Source: an optimization exercise on an open RTL-to-GDS flow (aim: small area, a short achievable clock period and few clock cycles per item). Production flows keep margins and buffers that such runs may drop.

==> flow/design.v <==
`default_nettype none
module iterativeDivision
  #(parameter int unsigned DATA_W = 32)
  ( input  var logic i_clk
  , input  var logic i_rst  
  , input  var logic [DATA_W-1:0] i_dividend
  , input  var logic [DATA_W-1:0] i_divisor
  , input  var logic i_start  
  , output var logic [DATA_W-1:0] o_quotient
  , output var logic [DATA_W-1:0] o_remainder
  , output var logic o_finish  
  );
  function automatic logic [5:0] clz32(input logic [31:0] x);
    logic [15:0] z1; logic [15:0] c1;       
    logic [7:0]  z2; logic [15:0] c2;       
    logic [3:0]  z3; logic [11:0] c3;       
    logic [1:0]  z4; logic [7:0]  c4;       
    logic        z5; logic [4:0]  c5;
    for (int i = 0; i < 16; i++) begin
      z1[i] = !(x[2*i+1] || x[2*i]);
      c1[i] = !x[2*i+1];
    end
    for (int i = 0; i < 8; i++) begin
      z2[i]         = z1[2*i+1] && z1[2*i];
      c2[2*i+:2]    = z1[2*i+1] ? {1'b1, c1[2*i]} : {1'b0, c1[2*i+1]};
    end
    for (int i = 0; i < 4; i++) begin
      z3[i]         = z2[2*i+1] && z2[2*i];
      c3[3*i+:3]    = z2[2*i+1] ? {1'b1, c2[4*i+:2]} : {1'b0, c2[4*i+2+:2]};
    end
    for (int i = 0; i < 2; i++) begin
      z4[i]         = z3[2*i+1] && z3[2*i];
      c4[4*i+:4]    = z3[2*i+1] ? {1'b1, c3[6*i+:3]} : {1'b0, c3[6*i+3+:3]};
    end
    z5 = z4[1] && z4[0];
    c5 = z4[1] ? {1'b1, c4[3:0]} : {1'b0, c4[7:4]};
    clz32 = {z5, z5 ? 5'd0 : c5};
  endfunction
  logic [5:0] zA, zB;
  logic [6:0] shDiff;
  logic [4:0] shAmt;
  logic       divZero, quotZero;
  always_comb begin
    zA       = clz32(i_dividend);
    zB       = clz32(i_divisor);
    shDiff   = {1'b0, zB} - {1'b0, zA};
    shAmt    = shDiff[4:0];
    divZero  = zB[5];
    quotZero = shDiff[6];  
  end
  logic       busy_q, iter_q;
  logic [3:0] count_q;
  always_ff @(posedge i_clk)
    if (i_rst) begin
      busy_q <= '0;
      iter_q <= '0;
    end else if (i_start) begin
      busy_q <= '1;
      iter_q <= !(divZero || quotZero);
    end else begin
      busy_q <= busy_q && iter_q;
      iter_q <= iter_q && (count_q != '0);
    end
  always_ff @(posedge i_clk)
    if (i_start)
      count_q <= shAmt[4:1];
    else
      count_q <= count_q - 1'b1;
  always_comb
    o_finish = busy_q && !iter_q;
  logic [DATA_W:0]   div_q;
  logic [DATA_W-1:0] rem_q, quo_q, rem2;
  localparam int unsigned W = DATA_W + 3;
  logic [W-1:0] rX, dX, d2X, s3, c3;
  logic [W:0]   t1, t2, t3;
  logic         ge1, ge2, ge3, q1, q2;
  always_comb begin
    rX  = W'(rem_q);
    d2X = W'(div_q);
    dX  = W'(div_q[DATA_W:1]);
    s3  = rX ^ ~d2X ^ ~dX;
    c3  = {(rX[W-2:0] & ~d2X[W-2:0]) | (rX[W-2:0] & ~dX[W-2:0])
           | (~d2X[W-2:0] & ~dX[W-2:0]), 1'b1};
    t1  = {rX, 1'b1} + {~dX, 1'b1};
    t2  = {rX, 1'b1} + {~d2X, 1'b1};
    t3  = {s3, 1'b1} + {c3, 1'b1};
    ge1 = !t1[W];
    ge2 = !t2[W];
    ge3 = !t3[W];
    q1  = ge2;
    q2  = ge3 || (ge1 && !ge2);
    if (ge3)
      rem2 = t3[DATA_W:1];
    else if (ge2)
      rem2 = t2[DATA_W:1];
    else if (ge1)
      rem2 = t1[DATA_W:1];
    else
      rem2 = rem_q;
  end
  always_ff @(posedge i_clk)
    if (i_start) begin
      div_q <= {1'b0, i_divisor} << {shAmt[4:1], 1'b1};
      rem_q <= i_dividend;
      quo_q <= {DATA_W{divZero}};
    end else begin
      div_q <= div_q >> 2;
      rem_q <= rem2;
      quo_q <= {quo_q[DATA_W-3:0], q1, q2};
    end
  always_comb begin
    o_quotient  = quo_q;
    o_remainder = rem_q;
  end
endmodule
`resetall
export LEC_CHECK = 0
export CAP_MARGIN = 20
export CORE_MARGIN = 2
export CORE_UTILIZATION = 40
export SLEW_MARGIN = 20
create_clock -name core_clock -period 8.0 [get_ports {i_clk}]
run.sh (not shown) runs the stock make flow with config.mk's settings and CLKGATE_MAP_FILE= SYNTH_SCRIPT=/design/flow/synth_recipe.tcl, a recipe that flattens the netlist after the stock synthesis.
Rerun with:
--- a/flow/design.v
+++ b/flow/design.v
@@ -8,48 +8,27 @@
   , input  var logic i_start  
   , output var logic [DATA_W-1:0] o_quotient
   , output var logic [DATA_W-1:0] o_remainder
   , output var logic o_finish  
   );
   function automatic logic [5:0] clz32(input logic [31:0] x);
-    logic [15:0] z1; logic [15:0] c1;       
-    logic [7:0]  z2; logic [15:0] c2;       
-    logic [3:0]  z3; logic [11:0] c3;       
-    logic [1:0]  z4; logic [7:0]  c4;       
-    logic        z5; logic [4:0]  c5;
-    for (int i = 0; i < 16; i++) begin
-      z1[i] = !(x[2*i+1] || x[2*i]);
-      c1[i] = !x[2*i+1];
-    end
-    for (int i = 0; i < 8; i++) begin
-      z2[i]         = z1[2*i+1] && z1[2*i];
-      c2[2*i+:2]    = z1[2*i+1] ? {1'b1, c1[2*i]} : {1'b0, c1[2*i+1]};
-    end
-    for (int i = 0; i < 4; i++) begin
-      z3[i]         = z2[2*i+1] && z2[2*i];
-      c3[3*i+:3]    = z2[2*i+1] ? {1'b1, c2[4*i+:2]} : {1'b0, c2[4*i+2+:2]};
-    end
-    for (int i = 0; i < 2; i++) begin
-      z4[i]         = z3[2*i+1] && z3[2*i];
-      c4[4*i+:4]    = z3[2*i+1] ? {1'b1, c3[6*i+:3]} : {1'b0, c3[6*i+3+:3]};
-    end
-    z5 = z4[1] && z4[0];
-    c5 = z4[1] ? {1'b1, c4[3:0]} : {1'b0, c4[7:4]};
-    clz32 = {z5, z5 ? 5'd0 : c5};
+    logic [5:0] n;
+    n = 6'd32;
+    for (int i = 0; i < 32; i++)
+      if (x[i]) n = 31 - i;
+    clz32 = n;
   endfunction
   logic [5:0] zA, zB;
-  logic [6:0] shDiff;
-  logic [4:0] shAmt;
+  logic [5:0] shAmt;
   logic       divZero, quotZero;
   always_comb begin
     zA       = clz32(i_dividend);
     zB       = clz32(i_divisor);
-    shDiff   = {1'b0, zB} - {1'b0, zA};
-    shAmt    = shDiff[4:0];
-    divZero  = zB[5];
-    quotZero = shDiff[6];  
+    shAmt    = zB - zA;
+    divZero  = (i_divisor == '0);
+    quotZero = (zB < zA);  
   end
   logic       busy_q, iter_q;
   logic [3:0] count_q;
   always_ff @(posedge i_clk)
     if (i_rst) begin
       busy_q <= '0;
=> Via count went down by 8.4%. First-iteration DRC count fell by 19%. Setup slack gains 190 ps. Hold slack improved by 3.1 ps. Maximum frequency increases by 3.2%. Sequential share of layout area goes up by 0.85 points. Core utilization grows by 0.51 points. Cell area fell by 4.7%.
Function was not checked in any run of this note: the RTL went through the layout flow alone.

## port drivers added, routing unchanged
Ports are ideal in the flow. The routed layouts listed here were re-timed in OpenROAD.
Step 1 sets driving cells, clkbuf_16 on the clock port and buf_2 on the other inputs (assumed; they add their load-dependent delay and slew).
Step 2 times the ports against the registers' clock, not the clock port: input delays grow and output delays shrink by t, the midpoint of the rising clock arrivals with the driver on.
Slacks: no drivers / after step 1 / after step 2; pairs: no drivers / after step 1.
run	t (ns)	setup WS [ns]	worst hold slack (ns)	worst slew at a driven data input, ns
the first run	0.401	1.719 / 1.743 / 1.342	0.450 / 0.450 / 0.450	0.08
the second run	0.413	1.911 / 1.933 / 1.520	0.453 / 0.453 / 0.453	0.04
After both steps every run listed still meets setup and hold. For the second run, which loses most, drivers alone change the setup slack by +0.022 ns; drivers and shift together by -0.391 ns.
